Context: an optimization exercise on an open-source flow, tuned for small area. The choices shown serve that exercise and are no tape-out recipe.
Function was checked by simulation only, so behaviour that the tests miss may differ from the original.
Power is estimated from default activity; no workload was simulated.

// Interface_BH1750
module Interface_BH1750(clk,rst,scl,sda_i,sda_o,sda_oe,dvi,seg_led1,seg_led2,row,line,rgb_led1,rgb_led2);
	input 			clk;
	input 			rst;
	output 			scl;
	input 			sda_i;		 
	output 			sda_o;		 
	output 			sda_oe;		 
	output  		dvi;
	output	[15:0]	row;
	output	[7:0]	line;
	output	[8:0]	seg_led1;
	output	[8:0]	seg_led2;
	output	[2:0]	rgb_led1;
	output	[2:0]	rgb_led2;
	wire	tick_seq, tick_row, tick_temp;
	wire	[5:0]	reading;
	wire	[5:0]	number;
	assign dvi = 1'b1;
	clk_div u0 (.clk(clk), .rst(rst), .tick_seq(tick_seq), .tick_row(tick_row), .tick_temp(tick_temp));
	BH1750 u1 (.clk(clk), .rst(rst), .tick(tick_seq), .scl(scl), .sda_i(sda_i),
	           .sda_o(sda_o), .sda_oe(sda_oe), .data_out(reading));
	Data_Process u2 (.data_input(reading), .data_output(number));
	seg_led u4 (.number(number), .segment_led_1(seg_led1), .segment_led_2(seg_led2));
	led_scan u5 (.clk(clk), .rst(rst), .tick_row(tick_row), .tick_temp(tick_temp),
	             .number(number), .row(row), .line(line));
	rgb_led u6 (.clk(clk), .rst(rst), .pwm_duty(number), .led1(rgb_led1), .led2(rgb_led2));
endmodule
Size: ~450 cells after synthesis, about 3200 um2 of cells after synthesis.
==> module clk_div, before the edit <==
module clk_div(clk,rst,tick_seq,tick_row,tick_temp);
	input	clk;
	input	rst;
	output	tick_seq;
	output	tick_row;
	output	tick_temp;
	reg	[6:0]	p_x;
	reg	[4:0]	q1_x;
	reg	[7:0]	q2_x;
	wire [6:0]	p  = p_x  ^ 7'd8;
	wire [4:0]	q1 = q1_x ^ 5'd22;
	wire [7:0]	q2 = q2_x ^ 8'd6;
	wire [19:0]	cur = {q2, q1, p};
	reg	[19:0]	inc;
	reg			c;
	integer		i;
	always @(*) begin
		c = 1'b1;
		for (i = 0; i < 20; i = i + 1) begin
			inc[i] = cur[i] ^ c;
			c = c & cur[i];
		end
	end
	wire c1 = &p;
	wire c2 = c1 & (&q1);
	wire c3 = c2 & (&q2);
	always @(posedge clk or negedge rst) begin
		if (!rst) begin
			p_x  <= 7'd0;
			q1_x <= 5'd0;
			q2_x <= 8'd0;
		end else begin
			p_x  <= (inc[6:0]   | (c1 ? 7'd8  : 7'd0)) ^ 7'd8;
			q1_x <= (inc[11:7]  | (c2 ? 5'd12 : 5'd0)) ^ 5'd22;
			q2_x <= (inc[19:12] | (c3 ? 8'd6  : 8'd0)) ^ 8'd6;
		end
	end
	assign tick_seq  = (p == 7'd67);
	assign tick_row  = c2;
	assign tick_temp = (p == 7'd47  && q1 == 5'd15 && q2 == 8'd48)
	                || (c1          && q1 == 5'd21 && q2 == 8'd131)
	                || (p == 7'd87  && q1 == 5'd28 && q2 == 8'd214);
endmodule
export LEC_CHECK = 0
export CAP_MARGIN = 20
export CORE_MARGIN = 2
export CORE_UTILIZATION = 50
export SLEW_MARGIN = 20
create_clock -name core_clock -period 10.0 [get_ports {clk}]
standard.sh (not shown) runs the stock make flow with config.mk's settings and CLKGATE_MAP_FILE= SYNTH_SCRIPT=/design/flow/synth_recipe.tcl, a recipe that flattens the netlist after the stock synthesis.
==> flow/flow/run.sh <==
#!/bin/bash
# Layout flow: the standard synthesis, then its combinational logic re-mapped
# by a stronger ABC script (registers untouched), then the standard ORFS steps
# with 1x port buffers and a clock tree of small buffers without dummy loads.
# Each tool's output goes to a log file of its own in this folder.
set -euo pipefail
R=$PWD/orfs/results/$FLOW_PLATFORM/Interface_BH1750/base
LIB=$FLOW_HOME/platforms/$FLOW_PLATFORM/lib/sky130_fd_sc_hd__tt_025C_1v80.lib

bash standard.sh synth > 1_synth_standard.log 2>&1
cp $R/1_2_yosys.v 1_2_yosys_standard.v

python3 flow/cellfuncs.py $LIB cellfuncs.v > cellfuncs.log 2>&1
# re-map; if ABC fails, try a plainer script, and keep the standard netlist
# if every script fails
cp 1_2_yosys_standard.v 1_2_yosys_reopt.v
k=0
for S in "+strash;&get -n;&deepsyn -T 40;&put;dch -f;amap;topo" \
         "+strash;&get -n;&deepsyn -T 20;&put;dch -f;map -a;topo" \
         "+strash;dch -f;map -a;topo"; do
  k=$((k+1))
  if REOPT_IN=1_2_yosys_standard.v REOPT_OUT=1_2_yosys_try$k.v REOPT_LIB=$LIB \
     REOPT_FUNCS=cellfuncs.v REOPT_TOP=$FLOW_TOP REOPT_PREFIX=reopt${k}_ REOPT_SCRIPT="$S" \
     yosys -c flow/reopt.tcl > 1_reopt${k}_yosys.log 2>&1; then
    cp 1_2_yosys_try$k.v 1_2_yosys_reopt.v
    break
  fi
done
cp 1_2_yosys_reopt.v $R/1_2_yosys.v
touch $R/1_2_yosys.v

export BUFFER_PORTS_ARGS="-buffer_cell sky130_fd_sc_hd__buf_1"
export CTS_ARGS="-sink_clustering_enable -repair_clock_nets -dont_use_dummy_load -buf_list {sky130_fd_sc_hd__clkbuf_4} -root_buf sky130_fd_sc_hd__clkbuf_4 -sink_clustering_size 20"
bash standard.sh finish > 2_finish_standard.log 2>&1
Other scripts of this flow, unchanged in this note and not shown: flow/flow/cellfuncs.py, flow/flow/reopt.tcl
Change:
--- a/flow/design.v
+++ b/flow/design.v
@@ -6,41 +6,41 @@
 	output	tick_temp;
 	reg	[6:0]	p_x;
 	reg	[4:0]	q1_x;
 	reg	[7:0]	q2_x;
-	wire [6:0]	p  = p_x  ^ 7'd8;
+	wire [6:0]	p  = p_x  ^ 7'd65;
 	wire [4:0]	q1 = q1_x ^ 5'd22;
 	wire [7:0]	q2 = q2_x ^ 8'd6;
-	wire [19:0]	cur = {q2, q1, p};
-	reg	[19:0]	inc;
+	wire c1 = (~p[0] & ~p[1] & ~p[2] & ~p[3] & ~p[4]);		 
+	wire [12:0]	cur = {q2, q1};
+	reg	[12:0]	inc;
 	reg			c;
 	integer		i;
 	always @(*) begin
-		c = 1'b1;
-		for (i = 0; i < 20; i = i + 1) begin
+		c = c1;
+		for (i = 0; i < 13; i = i + 1) begin
 			inc[i] = cur[i] ^ c;
 			c = c & cur[i];
 		end
 	end
-	wire c1 = &p;
 	wire c2 = c1 & (&q1);
 	wire c3 = c2 & (&q2);
 	always @(posedge clk or negedge rst) begin
 		if (!rst) begin
 			p_x  <= 7'd0;
 			q1_x <= 5'd0;
 			q2_x <= 8'd0;
 		end else begin
-			p_x  <= (inc[6:0]   | (c1 ? 7'd8  : 7'd0)) ^ 7'd8;
-			q1_x <= (inc[11:7]  | (c2 ? 5'd12 : 5'd0)) ^ 5'd22;
-			q2_x <= (inc[19:12] | (c3 ? 8'd6  : 8'd0)) ^ 8'd6;
+			p_x  <= {p[5:0], p[6] ^ p[5] ^ c1} ^ 7'd65;
+			q1_x <= (inc[4:0]  | (c2 ? 5'd12 : 5'd0)) ^ 5'd22;
+			q2_x <= (inc[12:5] | (c3 ? 8'd6  : 8'd0)) ^ 8'd6;
 		end
 	end
-	assign tick_seq  = (p == 7'd67);
+	assign tick_seq  = ((~p[0] & ~p[1] & ~p[3] & ~p[4] & ~p[6]));
 	assign tick_row  = c2;
-	assign tick_temp = (p == 7'd47  && q1 == 5'd15 && q2 == 8'd48)
-	                || (c1          && q1 == 5'd21 && q2 == 8'd131)
-	                || (p == 7'd87  && q1 == 5'd28 && q2 == 8'd214);
+	assign tick_temp = ((p[0] & p[1] & p[2] & ~p[3] & ~p[4] & p[5] & ~p[6]) & (q1[0] & q1[1] & ~q1[4]) & (~q2[0] & ~q2[1] & ~q2[2] & ~q2[3] & q2[4] & q2[5] & ~q2[6] & ~q2[7]))
+	                || ((~p[0] & ~p[1] & ~p[2] & ~p[3] & ~p[4]) & (q1[0] & ~q1[1] & q1[2] & ~q1[3]) & (q2[0] & q2[1] & ~q2[2] & ~q2[3] & ~q2[4] & ~q2[5] & ~q2[6]))
+	                || ((~p[0] & ~p[1] & p[2] & p[3] & ~p[4] & p[5] & p[6]) & (~q1[0] & ~q1[1] & q1[2] & q1[3] & q1[4]) & (~q2[0] & q2[1] & q2[2] & ~q2[3] & q2[4] & ~q2[5] & q2[6] & q2[7]));
 endmodule
 module BH1750(clk,rst,tick,scl,sda_i,sda_o,sda_oe,data_out);
 	input			clk;
 	input			rst;
The changed run completed with no timing, DRC or antenna violations.
Sequential share of layout area increases by 0.60 points.
Wire length barely changes.
Utilization goes down by 0.19 points.
Setup slack is worse by 0.028 ns.
Clock-buffer cell count stays the same.
Via count fell by 3.1%.
Global-route usage is higher by 0.95 points.
Synthesized area drops by 1.6%.
Clock power is lower by about 4%.
Total power fell by 1.6%.
Clock skew came out higher by 0.0038 ns.
Cell area went down by 1.5%.

static timing again, ports no longer ideal:
The results above use ideal ports. As a check the final layouts listed here were re-extracted and re-timed, cells and wires unchanged.
Step 1 (the two cells are an assumption about what drives the block):
set clk [get_ports {clk}]
set_driving_cell -lib_cell sky130_fd_sc_hd__clkbuf_16 $clk
set_driving_cell -lib_cell sky130_fd_sc_hd__buf_2 [delete_from_list [all_inputs] $clk]
Step 2, shift: input delay + t, output delay - t, t = (earliest + latest rising clock arrival at the registers) / 2. This alone moves slack from input paths to output paths.
Slacks: ideal ports / drivers / drivers and shift; pairs: ideal ports / drivers.
| run | t (ns) | setup slack, ns | worst hold slack (ns) |
|---|---|---|---|
| the first run | 0.424 | 5.031 / 5.004 / 5.428 | 0.450 / 0.450 / 0.450 |
| the second run | 0.400 | 5.003 / 4.976 / 5.376 | 0.404 / 0.404 / 0.404 |
After both steps setup and hold are still met in every run listed.
